This is an optimization exercise on Yosys and OpenROAD, whose aim is small area and a short achievable clock period, not a production implementation. RTL that was checked went through simulation tests only; none was proved equivalent to the original.

==> run a: inputs <==
Design Butterfly_Unit, start of the top module:
module Butterfly_Unit (
    input clk,
    input reset,
    input [1:0] operation,   
    input valid_in,
    input [11:0] a_in,
    input [11:0] b_in,
    input [11:0] zeta,
    output reg [11:0] a_out,
    output reg [11:0] b_out,
    output reg valid_out
);
==> module Tab_F12, before the edit <==
module Tab_F12 (input [1:0] h, output [11:0] t);
    assign t[0] = (~h[1] & h[0]) | (h[1] & h[0]);
    assign t[1] = (~h[1] & h[0]) | (h[1] & ~h[0]);
    assign t[2] = (~h[1] & h[0]) | (h[1] & ~h[0]) | (h[1] & h[0]);
    assign t[3] = (~h[1] & h[0]) | (h[1] & ~h[0]) | (h[1] & h[0]);
    assign t[4] = (~h[1] & h[0]) | (h[1] & ~h[0]) | (h[1] & h[0]);
    assign t[5] = (~h[1] & h[0]) | (h[1] & ~h[0]) | (h[1] & h[0]);
    assign t[6] = (~h[1] & h[0]) | (h[1] & ~h[0]) | (h[1] & h[0]);
    assign t[7] = (~h[1] & h[0]) | (h[1] & ~h[0]) | (h[1] & h[0]);
    assign t[8] = (h[1] & ~h[0]);
    assign t[9] = (~h[1] & h[0]);
    assign t[10] = (h[1] & ~h[0]);
    assign t[11] = (h[1] & h[0]);
endmodule
==> module Butterfly_Unit, before the edit <==
module Butterfly_Unit (
    input clk,
    input reset,
    input [1:0] operation,   
    input valid_in,
    input [11:0] a_in,
    input [11:0] b_in,
    input [11:0] zeta,
    output reg [11:0] a_out,
    output reg [11:0] b_out,
    output reg valid_out
);
    localparam [12:0] Q = 13'd3329;
    wire        intt0 = operation[0];
    wire [12:0] d0    = {1'b0, a_in} - {1'b0, b_in};
    wire [12:0] dq0   = {1'b0, a_in} + {1'b0, ~b_in} + 13'd3330;    
    wire [11:0] m0    = !intt0 ? b_in : (d0[12] ? dq0[11:0] : d0[11:0]);
    wire [12:0] s0    = {1'b0, a_in} + {1'b0, b_in & {12{intt0}}};
    reg [11:0] m1, z1;
    reg [12:0] s1;
    reg [1:0]  op1;
    reg        v1;
    always @(posedge clk) begin
        m1  <= m0;
        s1  <= s0;
        z1  <= zeta;
        op1 <= operation;
    end
    wire [23:0] px1, py1;
    Mul12_CS mul (.a(z1), .b(m1), .x(px1), .y(py1));
    wire [23:0] p1 = px1 + py1;
    reg [23:0] p2;
    reg [12:0] s2;
    reg [1:0]  op2;
    reg        v2;
    always @(posedge clk) begin
        p2  <= p1;
        s2  <= s1;
        op2 <= op1;
    end
    wire [11:0] t0, t1, t2;
    Tab_P12 tab0 (.h(p2[15:12]), .t(t0));
    Tab_P16 tab1 (.h(p2[19:16]), .t(t1));
    Tab_P20 tab2 (.h(p2[23:20]), .t(t2));
    wire [13:0] o1 = {2'b00, p2[11:0]};
    wire [13:0] o2 = {2'b00, t0};
    wire [13:0] o3 = {2'b00, t1};
    wire [13:0] o4 = {2'b00, t2};
    wire [13:0] cs1 = o1 ^ o2 ^ o3;
    wire [13:0] cc1 = {(o1[12:0] & o2[12:0]) | (o1[12:0] & o3[12:0]) | (o2[12:0] & o3[12:0]), 1'b0};
    wire [13:0] cs2 = cs1 ^ cc1 ^ o4;
    wire [13:0] cc2 = {(cs1[12:0] & cc1[12:0]) | (cs1[12:0] & o4[12:0]) | (cc1[12:0] & o4[12:0]), 1'b0};
    wire [13:0] x2 = cs2 + cc2;           
    reg [13:0] x3;
    reg [12:0] s3;
    reg [1:0]  op3;
    reg        v3;
    always @(posedge clk) begin
        x3  <= x2;
        s3  <= s2;
        op3 <= op2;
    end
    wire [11:0] t3;
    Tab_F12 tab3 (.h(x3[13:12]), .t(t3));
    wire [12:0] y3  = {1'b0, x3[11:0]} + {1'b0, t3};      
    wire [13:0] ym3 = {1'b0, y3} - {1'b0, Q};
    wire [11:0] r3  = ym3[13] ? y3[11:0] : ym3[11:0];
    reg [11:0] r4;
    reg [12:0] s4;
    reg [1:0]  op4;
    reg        v4;
    always @(posedge clk) begin
        r4  <= r3;
        s4  <= s3;
        op4 <= op3;
    end
    wire [11:0] rn4 = r4 & {12{~op4[0]}};
    wire [12:0] t4  = s4 + {1'b0, rn4};                    
    wire [13:0] tm4 = {1'b0, t4} - {1'b0, Q};
    wire [11:0] ao4 = tm4[13] ? t4[11:0] : tm4[11:0];
    wire [12:0] u4  = {1'b0, s4[11:0]} - {1'b0, r4};
    wire [12:0] uq4 = {1'b0, s4[11:0]} + {1'b0, ~r4} + 13'd3330;    
    wire [11:0] bo4 = op4[0] ? r4 : (u4[12] ? uq4[11:0] : u4[11:0]);
    always @(posedge clk) begin
        a_out <= op4[1] ? 12'd0 : ao4;
        b_out <= op4[1] ? 12'd0 : bo4;
    end
    always @(posedge clk) begin
        if (reset) begin
            v1 <= 1'b0; v2 <= 1'b0; v3 <= 1'b0; v4 <= 1'b0; valid_out <= 1'b0;
        end else begin
            v1 <= valid_in; v2 <= v1; v3 <= v2; v4 <= v3; valid_out <= v4;
        end
    end
endmodule
==> flow/config.mk <==
export PLATFORM = sky130hd
export DESIGN_NAME = Butterfly_Unit
export DESIGN_NICKNAME = Butterfly_Unit
export VERILOG_FILES = /design/flow/design.v
export SDC_FILE = /design/flow/constraint.sdc
export NUM_CORES = 4
export LEC_CHECK = 0
export CAP_MARGIN = 20
export CORE_MARGIN = 2
export CORE_UTILIZATION = 40
export SLEW_MARGIN = 20
==> flow/constraint.sdc <==
create_clock -name core_clock -period 6.5 [get_ports {clk}]
set_input_delay 1.3000 -clock core_clock [delete_from_list [all_inputs] [get_ports {clk}]]
set_output_delay 1.3000 -clock core_clock [all_outputs]
set_load 0.01 [all_outputs]
run.sh (not shown) runs the stock make flow with config.mk's settings and CLKGATE_MAP_FILE= SYNTH_SCRIPT=/design/flow/synth_recipe.tcl, a recipe that flattens the netlist after the stock synthesis.
==> run b: changes against run a <==
--- a/flow/design.v
+++ b/flow/design.v
@@ -284,17 +284,28 @@
     assign t[11] = (~h[3] & ~h[2] & ~h[1] & ~h[0]) | (~h[3] & ~h[2] & ~h[1] & h[0]) | (~h[3] & ~h[2] & h[1] & ~h[0]) | (~h[3] & ~h[2] & h[1] & h[0]) | (~h[3] & h[2] & ~h[1] & ~h[0]) | (~h[3] & h[2] & ~h[1] & h[0]) | (~h[3] & h[2] & h[1] & ~h[0]) | (~h[3] & h[2] & h[1] & h[0]) | (h[3] & ~h[2] & ~h[1] & ~h[0]) | (h[3] & ~h[2] & ~h[1] & h[0]) | (h[3] & ~h[2] & h[1] & ~h[0]) | (h[3] & ~h[2] & h[1] & h[0]) | (h[3] & h[2] & ~h[1] & ~h[0]) | (h[3] & h[2] & ~h[1] & h[0]) | (h[3] & h[2] & h[1] & ~h[0]) | (h[3] & h[2] & h[1] & h[0]);
 endmodule
-module Tab_F12 (input [1:0] h, output [11:0] t);
-    assign t[0] = (~h[1] & h[0]) | (h[1] & h[0]);
-    assign t[1] = (~h[1] & h[0]) | (h[1] & ~h[0]);
-    assign t[2] = (~h[1] & h[0]) | (h[1] & ~h[0]) | (h[1] & h[0]);
-    assign t[3] = (~h[1] & h[0]) | (h[1] & ~h[0]) | (h[1] & h[0]);
-    assign t[4] = (~h[1] & h[0]) | (h[1] & ~h[0]) | (h[1] & h[0]);
-    assign t[5] = (~h[1] & h[0]) | (h[1] & ~h[0]) | (h[1] & h[0]);
-    assign t[6] = (~h[1] & h[0]) | (h[1] & ~h[0]) | (h[1] & h[0]);
-    assign t[7] = (~h[1] & h[0]) | (h[1] & ~h[0]) | (h[1] & h[0]);
-    assign t[8] = (h[1] & ~h[0]);
-    assign t[9] = (~h[1] & h[0]);
-    assign t[10] = (h[1] & ~h[0]);
-    assign t[11] = (h[1] & h[0]);
+module Tab_F12 (input [2:0] h, output [11:0] t);
+    assign t[0] = (~h[2] & ~h[1] & h[0]) | (~h[2] & h[1] & h[0]);
+    assign t[1] = (~h[2] & ~h[1] & h[0]) | (~h[2] & h[1] & ~h[0]);
+    assign t[2] = (~h[2] & ~h[1] & h[0]) | (~h[2] & h[1] & ~h[0]) | (~h[2] & h[1] & h[0]) | (h[2] & ~h[1] & ~h[0]);
+    assign t[3] = (~h[2] & ~h[1] & h[0]) | (~h[2] & h[1] & ~h[0]) | (~h[2] & h[1] & h[0]) | (h[2] & ~h[1] & ~h[0]);
+    assign t[4] = (~h[2] & ~h[1] & h[0]) | (~h[2] & h[1] & ~h[0]) | (~h[2] & h[1] & h[0]) | (h[2] & ~h[1] & ~h[0]);
+    assign t[5] = (~h[2] & ~h[1] & h[0]) | (~h[2] & h[1] & ~h[0]) | (~h[2] & h[1] & h[0]) | (h[2] & ~h[1] & ~h[0]);
+    assign t[6] = (~h[2] & ~h[1] & h[0]) | (~h[2] & h[1] & ~h[0]) | (~h[2] & h[1] & h[0]) | (h[2] & ~h[1] & ~h[0]);
+    assign t[7] = (~h[2] & ~h[1] & h[0]) | (~h[2] & h[1] & ~h[0]) | (~h[2] & h[1] & h[0]) | (h[2] & ~h[1] & ~h[0]);
+    assign t[8] = (~h[2] & h[1] & ~h[0]) | (h[2] & ~h[1] & ~h[0]);
+    assign t[9] = (~h[2] & ~h[1] & h[0]) | (h[2] & ~h[1] & ~h[0]);
+    assign t[10] = (~h[2] & h[1] & ~h[0]);
+    assign t[11] = (~h[2] & h[1] & h[0]) | (h[2] & ~h[1] & ~h[0]);
+endmodule
+module CSA #(parameter W = 8) (
+    input  [W-1:0] a,
+    input  [W-1:0] b,
+    input  [W-1:0] c,
+    output [W-1:0] s,
+    output [W-1:0] y       
+);
+    wire [W-1:0] maj = (a & b) | (a & c) | (b & c);
+    assign s = a ^ b ^ c;
+    assign y = {maj[W-2:0], 1'b0};
 endmodule
 module Butterfly_Unit (
@@ -328,40 +339,38 @@
     wire [23:0] px1, py1;
     Mul12_CS mul (.a(z1), .b(m1), .x(px1), .y(py1));
-    wire [23:0] p1 = px1 + py1;
-    reg [23:0] p2;
+    reg [23:0] px2, py2;
     reg [12:0] s2;
     reg [1:0]  op2;
     reg        v2;
     always @(posedge clk) begin
-        p2  <= p1;
+        px2 <= px1;
+        py2 <= py1;
         s2  <= s1;
         op2 <= op1;
     end
+    wire [11:0] h2 = px2[23:12] + py2[23:12];
     wire [11:0] t0, t1, t2;
-    Tab_P12 tab0 (.h(p2[15:12]), .t(t0));
-    Tab_P16 tab1 (.h(p2[19:16]), .t(t1));
-    Tab_P20 tab2 (.h(p2[23:20]), .t(t2));
-    wire [13:0] o1 = {2'b00, p2[11:0]};
-    wire [13:0] o2 = {2'b00, t0};
-    wire [13:0] o3 = {2'b00, t1};
-    wire [13:0] o4 = {2'b00, t2};
-    wire [13:0] cs1 = o1 ^ o2 ^ o3;
-    wire [13:0] cc1 = {(o1[12:0] & o2[12:0]) | (o1[12:0] & o3[12:0]) | (o2[12:0] & o3[12:0]), 1'b0};
-    wire [13:0] cs2 = cs1 ^ cc1 ^ o4;
-    wire [13:0] cc2 = {(cs1[12:0] & cc1[12:0]) | (cs1[12:0] & o4[12:0]) | (cc1[12:0] & o4[12:0]), 1'b0};
-    wire [13:0] x2 = cs2 + cc2;           
-    reg [13:0] x3;
+    Tab_P12 tab0 (.h(h2[3:0]),  .t(t0));
+    Tab_P16 tab1 (.h(h2[7:4]),  .t(t1));
+    Tab_P20 tab2 (.h(h2[11:8]), .t(t2));
+    wire [14:0] sa, ca, sb, cb, sc, cc;
+    CSA #(15) csa_a (.a({3'b000, px2[11:0]}), .b({3'b000, py2[11:0]}), .c({3'b000, t0}), .s(sa), .y(ca));
+    CSA #(15) csa_b (.a(sa), .b(ca), .c({3'b000, t1}), .s(sb), .y(cb));
+    CSA #(15) csa_c (.a(sb), .b(cb), .c({3'b000, t2}), .s(sc), .y(cc));
+    reg [14:0] xs3, xc3;
     reg [12:0] s3;
     reg [1:0]  op3;
     reg        v3;
     always @(posedge clk) begin
-        x3  <= x2;
+        xs3 <= sc;
+        xc3 <= cc;
         s3  <= s2;
         op3 <= op2;
     end
-    wire [11:0] t3;
-    Tab_F12 tab3 (.h(x3[13:12]), .t(t3));
-    wire [12:0] y3  = {1'b0, x3[11:0]} + {1'b0, t3};      
-    wire [13:0] ym3 = {1'b0, y3} - {1'b0, Q};
+    wire [14:0] x3 = xs3 + xc3;           
+    wire [11:0] f3;
+    Tab_F12 tab3 (.h(x3[14:12]), .t(f3));
+    wire [12:0] y3  = {1'b0, x3[11:0]} + {1'b0, f3};              
+    wire [13:0] ym3 = {2'b00, x3[11:0]} + {2'b00, f3} - {1'b0, Q};
     wire [11:0] r3  = ym3[13] ? y3[11:0] : ym3[11:0];
     reg [11:0] r4;
@@ -375,6 +384,6 @@
     end
     wire [11:0] rn4 = r4 & {12{~op4[0]}};
-    wire [12:0] t4  = s4 + {1'b0, rn4};                    
-    wire [13:0] tm4 = {1'b0, t4} - {1'b0, Q};
+    wire [12:0] t4  = s4 + {1'b0, rn4};                            
+    wire [13:0] tm4 = {1'b0, s4} + {2'b00, rn4} - {1'b0, Q};
     wire [11:0] ao4 = tm4[13] ? t4[11:0] : tm4[11:0];
     wire [12:0] u4  = {1'b0, s4[11:0]} - {1'b0, r4};
--- a/flow/config.mk
+++ b/flow/config.mk
@@ -9,3 +9,4 @@
 export CORE_MARGIN = 2
 export CORE_UTILIZATION = 40
+export SETUP_SLACK_MARGIN = 3.5
 export SLEW_MARGIN = 20
==> run c: changes against run a <==
--- a/flow/config.mk
+++ b/flow/config.mk
@@ -9,3 +9,4 @@
 export CORE_MARGIN = 2
 export CORE_UTILIZATION = 40
+export SETUP_SLACK_MARGIN = 2.5
 export SLEW_MARGIN = 20
==> run summary <==
| metric | run c | run b | run a |
|---|---|---|---|
| Run status | complete, no violations | complete, no violations | complete, no violations |
| Number of gates resized after cts | 87 | 286 | 0 |
| Area of the multi-input gates | 10900 um2 | 12500 um2 | 10400 um2 |
| Synth Area in Compound Gates | 0.147 | 0.129 | 0.147 |
| Die area | 38400 um2 | 41700 um2 | 38400 um2 |
| Mux cell area share after synthesis | 0.0161 | 0.0159 | 0.0161 |
| End point of the most critical hold path | s4[1] | s4[0] | s4[2] |
| Shortest clock period the worst path allows after layout | 5.04 ns | 4.36 ns | 5.58 ns |
| Number of nets in the synthesized netlist | 1981 | 2116 | 1981 |
| Routed via count divided by cell count | 5.10 | 4.98 | 5.07 |
| Simple-gate area share of the yosys netlist | 0.172 | 0.141 | 0.172 |
| Area after DPL | 15900 um2 | 17800 um2 | 15800 um2 |
| Capturing element of the worst setup path | p2[20] | r4[1] | p2[22] |
| Detail Route met2 WL | 16800 um | 19600 um | 15800 um |
| Count of routing violations after the opening detailed-route iteration | 468 | 615 | 527 |
| Adder-cell area share of the yosys netlist | 0.315 | 0.330 | 0.315 |
| Clock edge transition at the registers on the reported setup and hold paths | 0.07 ns | 0.09 ns | 0.07 ns |
| Endpoint of the worst-slack reg-to-reg timing path | p2[20] | r4[1] | p2[22] |
Function not checked in run b: the RTL went through the layout flow alone.

## re-timing with driven ports
In the flow no input, the clock included, has a driving cell. The finished layouts below were timed again as built, in two steps.
Step 1 sets driving cells, clkbuf_16 on the clock port and buf_2 on the other inputs (assumed; they add their load-dependent delay and slew).
Step 2 adds t to the input delays and takes it off the output delays; t is the mean of the earliest and latest rising clock arrival at the registers after step 1. Input paths then give back, and output paths get back, about the clock's delay inside the block.
a / b / c = ideal / step 1 / step 2; a / b = the first two.
run | t, ns | slack for setup (ns) | worst hold slack (ns) | latest minus earliest clock arrival (ns) | slew at the worst register clock pin (ns)
run a | 0.489 | 0.921 / 0.921 / 0.921 | 0.324 / 0.324 / 0.324 | 0.011 / 0.012 | 0.07 / 0.07
run b | 0.501 | 2.145 / 2.145 / 2.145 | 0.316 / 0.316 / 0.316 | 0.014 / 0.014 | 0.09 / 0.09
run c | 0.475 | 1.457 / 1.457 / 1.457 | 0.322 / 0.322 / 0.322 | 0.013 / 0.013 | 0.08 / 0.08
After both steps every run listed still meets setup and hold.
